Context: an optimization exercise on an open-source flow, tuned for small area and a short achievable clock period. The choices shown serve that exercise and are no tape-out recipe. At most, simulation tests tie the RTL to the original design; equivalence was not proved. No activity file was given, so power comes from the tool's default toggle rates.

## main
==> flow/design.v <==
module fifo #(
    parameter LENGTH = 32,
    parameter WIDTH  = 16
) (
    input logic reset_i,
    input logic clk_i,
    input logic read_en,
    input logic write_en,
    input logic [WIDTH-1:0] data_i,
    output logic empty_o,
    output logic full_o,
    output logic [WIDTH-1:0] data_o
);
  localparam AW = $clog2(LENGTH);
  logic [AW-1:0] write_ptr;
  logic [AW-1:0] read_ptr;
  logic empty_r, full_r;
  logic [WIDTH-1:0] mem [LENGTH-1:0];
  wire rd = read_en & ~empty_r;
  wire wr = write_en & ~full_r;
  wire one_left = (read_ptr + 1'b1) == write_ptr;
  wire one_free = (write_ptr + 1'b1) == read_ptr;
  assign empty_o = empty_r | reset_i;
  assign full_o  = full_r & ~reset_i;
  always_ff @(posedge clk_i, posedge reset_i) begin
    if (reset_i) begin
      write_ptr <= 0;
      read_ptr  <= 0;
      empty_r   <= 1'b1;
      full_r    <= 1'b0;
      data_o    <= 0;
    end else begin
      if (rd) begin
        data_o   <= mem[read_ptr];
        read_ptr <= read_ptr + 1'b1;
      end
      if (wr) write_ptr <= write_ptr + 1'b1;
      empty_r <= ~wr & (empty_r | (rd & one_left));
      full_r  <= ~rd & (full_r | (wr & one_free));
    end
  end
  always_ff @(posedge clk_i) begin
    if (~full_r) mem[write_ptr] <= data_i;
  end
endmodule
==> flow/config.mk <==
export PLATFORM = sky130hd
export DESIGN_NAME = fifo
export DESIGN_NICKNAME = fifo
export VERILOG_FILES = /design/flow/design.v
export SDC_FILE = /design/flow/constraint.sdc
export NUM_CORES = 4
export LEC_CHECK = 0
export CAP_MARGIN = 20
export CORE_MARGIN = 2
export CORE_UTILIZATION = 60
export SETUP_SLACK_MARGIN = 1.9
export SLEW_MARGIN = 20
==> flow/constraint.sdc <==
create_clock -name core_clock -period 4.0 [get_ports {clk_i}]
set_input_delay 0.8000 -clock core_clock [delete_from_list [all_inputs] [get_ports {clk_i}]]
set_output_delay 0.8000 -clock core_clock [all_outputs]
set_load 0.01 [all_outputs]
run.sh (not shown) runs the stock make flow with config.mk's settings and CLKGATE_MAP_FILE= SYNTH_SCRIPT=/design/flow/synth_recipe.tcl, a recipe that flattens the netlist after the stock synthesis.
Changes in the feature branch relative to main:
==> flow/design.v <==
module fifo #(
    parameter LENGTH = 32,
    parameter WIDTH  = 16
) (
    input logic reset_i,
    input logic clk_i,
    input logic read_en,
    input logic write_en,
    input logic [WIDTH-1:0] data_i,
    output logic empty_o,
    output logic full_o,
    output logic [WIDTH-1:0] data_o
);
  localparam LO = 4;
  localparam HI = LENGTH / LO;
  logic [LO-1:0] wlo, rlo;
  logic [HI-1:0] whi, rhi;
  logic nonempty_r, full_r;
  logic [WIDTH-1:0] mem [LENGTH-1:0];
  wire rd = read_en & nonempty_r;
  wire wr = write_en & ~full_r;
  wire [LO-1:0] rlo_n = {rlo[LO-2:0], rlo[LO-1]};
  wire [HI-1:0] rhi_n = rlo[LO-1] ? {rhi[HI-2:0], rhi[HI-1]} : rhi;
  wire [LO-1:0] wlo_n = {wlo[LO-2:0], wlo[LO-1]};
  wire [HI-1:0] whi_n = wlo[LO-1] ? {whi[HI-2:0], whi[HI-1]} : whi;
  wire one_left = |(rlo_n & wlo) & |(rhi_n & whi);
  wire one_free = |(wlo_n & rlo) & |(whi_n & rhi);
  assign empty_o = ~nonempty_r | reset_i;
  assign full_o  = full_r & ~reset_i;
  logic [WIDTH-1:0] rdata;
  always_comb begin
    rdata = '0;
    for (int j = 0; j < HI; j++)
      for (int i = 0; i < LO; i++)
        rdata = rdata | (mem[LO*j+i] & {WIDTH{rhi[j] & rlo[i]}});
  end
  always_ff @(posedge clk_i, posedge reset_i) begin
    if (reset_i) begin
      wlo        <= LO'(1);
      whi        <= HI'(1);
      rlo        <= LO'(1);
      rhi        <= HI'(1);
      nonempty_r <= 1'b0;
      full_r     <= 1'b0;
      data_o     <= 0;
    end else begin
      if (rd) begin
        data_o <= rdata;
        rlo    <= rlo_n;
        rhi    <= rhi_n;
      end
      if (wr) begin
        wlo <= wlo_n;
        whi <= whi_n;
      end
      nonempty_r <= wr | (nonempty_r & ~(rd & one_left));
      full_r     <= ~rd & (full_r | (wr & one_free));
    end
  end
  always_ff @(posedge clk_i) begin
    for (int j = 0; j < HI; j++)
      for (int i = 0; i < LO; i++)
        if (~full_r & whi[j] & wlo[i]) mem[LO*j+i] <= data_i;
  end
endmodule
==> notes.md <==
Of the feature branch and main, the run reporting the higher clock skew was main. Of the feature branch and main, the lower number of buffers created by CTS belongs to main. Compared the feature branch vs main, and arrival time at the worst endpoint is down in the feature branch. For synthesized instance count, the feature branch and main come out practically identical. Setup slack: the feature branch more than main. Final-layout clock buffer total in the feature branch is 12 higher than in main. Fraction of area in registers (lower): main.
Function was not checked in any run of this note: the RTL went through the layout flow alone.

---

## job 1688
fifo, a different RTL version from the one above (not shown whole).
Size: roughly 1100 cells after synthesis, roughly 38 I/O pins, about 0.020 mm^2 of cells after synthesis.
==> module fifo, before the edit <==
module fifo #(
    parameter LENGTH = 32,
    parameter WIDTH  = 16
) (
    input logic reset_i,
    input logic clk_i,
    input logic read_en,
    input logic write_en,
    input logic [WIDTH-1:0] data_i,
    output logic empty_o,
    output logic full_o,
    output logic [WIDTH-1:0] data_o
);
  localparam LO = 4;
  localparam HI = LENGTH / LO;
  logic [LO-1:0] lo;
  logic [HI-1:0] hi;
  logic nonempty_r, full_r;
  logic [WIDTH-1:0] mem [LENGTH-1:0];
  wire rd = read_en & nonempty_r;
  wire wr = write_en & ~full_r;
  wire one_left = lo[0] & hi[0];           
  wire one_free = lo[LO-2] & hi[HI-1];     
  assign empty_o = ~nonempty_r | reset_i;
  assign full_o  = full_r & ~reset_i;
  logic [WIDTH-1:0] rdata;
  always_comb begin
    rdata = '0;
    for (int j = 0; j < HI; j++)
      for (int i = 0; i < LO; i++)
        rdata = rdata | (mem[LO*j+i] & {WIDTH{hi[j] & lo[i]}});
  end
  always_ff @(posedge clk_i, posedge reset_i) begin
    if (reset_i) begin
      lo         <= LO'(1) << (LO - 1);
      hi         <= HI'(1) << (HI - 1);
      nonempty_r <= 1'b0;
      full_r     <= 1'b0;
      data_o     <= 0;
    end else begin
      if (rd) data_o <= rdata;
      if (wr & ~rd) begin
        lo <= {lo[LO-2:0], lo[LO-1]};
        if (lo[LO-1]) hi <= {hi[HI-2:0], hi[HI-1]};
      end else if (rd & ~wr) begin
        lo <= {lo[0], lo[LO-1:1]};
        if (lo[0]) hi <= {hi[0], hi[HI-1:1]};
      end
      nonempty_r <= wr | (nonempty_r & ~(rd & one_left));
      full_r     <= ~rd & (full_r | (wr & one_free));
    end
  end
  always_ff @(posedge clk_i) begin
    if (wr) begin
      mem[0] <= data_i;
      for (int i = 1; i < LENGTH; i++) mem[i] <= mem[i-1];
    end
  end
endmodule
clock: 4.0 ns
lec_check: 0
cap_margin: 20
core_margin: 2
core_utilization: 60
setup_slack_margin: 2.05
slew_margin: 20
standard.sh (not shown) runs the stock make flow with config.mk's settings and CLKGATE_MAP_FILE= SYNTH_SCRIPT=/design/flow/synth_recipe.tcl, a recipe that flattens the netlist after the stock synthesis.
==> flow/flow/run.sh <==
#!/bin/bash
bash standard.sh MATCH_CELL_FOOTPRINT=0 "BUFFER_PORTS_ARGS=-buffer_cell sky130_fd_sc_hd__buf_4" \
  "CTS_ARGS=-sink_clustering_enable -repair_clock_nets -dont_use_dummy_load -sink_clustering_size 24 -sink_clustering_max_diameter 80" \
  finish > standard.log 2>&1
For job 1579, these inputs were changed with respect to job 1688:
==> flow/design.v <==
module fifo #(
    parameter LENGTH = 32,
    parameter WIDTH  = 16
) (
    input logic reset_i,
    input logic clk_i,
    input logic read_en,
    input logic write_en,
    input logic [WIDTH-1:0] data_i,
    output logic empty_o,
    output logic full_o,
    output logic [WIDTH-1:0] data_o
);
  localparam LO = 4;
  localparam HI = LENGTH / LO;
  logic [LO-1:0] lo;
  logic [HI-1:0] hi;
  logic empty_r, full_r;
  logic [WIDTH-1:0] mem [LENGTH-1:0];
  wire rd = read_en & ~empty_r;
  wire wr = write_en & ~full_r;
  wire one_left = lo[0] & hi[0];           
  wire one_free = lo[LO-2] & hi[HI-1];     
  assign empty_o = empty_r;
  assign full_o  = full_r;
  logic [WIDTH-1:0] rdata;
  always_comb begin
    rdata = '0;
    for (int j = 0; j < HI; j++)
      for (int i = 0; i < LO; i++)
        rdata = rdata | (mem[LO*j+i] & {WIDTH{hi[j] & lo[i]}});
  end
  always_ff @(posedge clk_i, posedge reset_i) begin
    if (reset_i) begin
      lo         <= LO'(1) << (LO - 1);
      hi         <= HI'(1) << (HI - 1);
      empty_r    <= 1'b1;
      full_r     <= 1'b0;
      data_o     <= 0;
    end else begin
      if (rd) data_o <= rdata;
      if (wr & ~rd) begin
        lo <= {lo[LO-2:0], lo[LO-1]};
        if (lo[LO-1]) hi <= {hi[HI-2:0], hi[HI-1]};
      end else if (rd & ~wr) begin
        lo <= {lo[0], lo[LO-1:1]};
        if (lo[0]) hi <= {hi[0], hi[HI-1:1]};
      end
      empty_r    <= ~wr & (empty_r | (rd & one_left));
      full_r     <= ~rd & (full_r | (wr & one_free));
    end
  end
  always_ff @(posedge clk_i) begin
    if (wr) begin
      mem[0] <= data_i;
      for (int i = 1; i < LENGTH; i++) mem[i] <= mem[i-1];
    end
  end
endmodule
## What came out
Going from job 1688 to job 1579, area of the core has remained practically unchanged, final design instance area without fill has increased.
Job 1579 against job 1688: highest cell delay on the worst timing path climbed 180 ps; largest net degree at the start of global routing climbed 4.8%; total setup buffers inserted after CTS climbed 16; share of power burned in combinational logic climbed 2.7 points; worst-case setup slack after placement climbed 44 ps.
Job 1688 ended up with full_r$_DFF_PP0_ as its worst setup path startpoint; job 1579 ended up with empty_r$_DFF_PP1_.
Power density normalized to cell area: job 1579 vs job 1688 up 27 mW/mm^2
Looking at net switching fraction of the power, job 1579 sits 1.1 points above job 1688.
Job 1688 tops out at a higher clock frequency than job 1579.
Comparing job 1579 with job 1688, the area of the die came out essentially unchanged.
Relative to job 1688, the global-route usage over all layers of job 1579 is higher by 1.2 points.
In terms of simple-gate share of the synthesized area, job 1688 and job 1579 differ only marginally.
In the flow results for job 1579 and job 1688, the end-of-flow core utilization is larger on job 1579.
No functional check of the RTL was part of job 1579.

[afterwards: timing with drivers on the ports]
The results above use ideal ports. As a check the final layouts listed here were re-extracted and re-timed, cells and wires unchanged.
Step 1 (the two cells are an assumption about what drives the block):
set clk [get_ports {clk_i}]
set_driving_cell -lib_cell sky130_fd_sc_hd__clkbuf_16 $clk
set_driving_cell -lib_cell sky130_fd_sc_hd__buf_2 [delete_from_list [all_inputs] $clk]
Step 2 adds t to the input delays and takes it off the output delays; t is the mean of the earliest and latest rising clock arrival at the registers after step 1. Input paths then give back, and output paths get back, about the clock's delay inside the block.
Three values: no drivers, after step 1, after step 2; two values: the first two.
run | shift t [ns] | setup slack, ns | worst register clock-pin slew, ns
main | 0.639 | 1.760 / 1.705 / 1.552 | 0.06 / 0.06
the feature branch | 0.643 | 1.862 / 1.809 / 1.278 | 0.06 / 0.06
job 1688 | 0.609 | 2.008 / 1.956 / 1.645 | 0.10 / 0.10
job 1579 | 0.613 | 1.971 / 1.918 / 1.671 | 0.10 / 0.10
After both steps setup and hold are still met in every run listed. The setup slack of the feature branch, which loses most, moves by -0.053 ns with the drivers and by -0.584 ns with both steps.
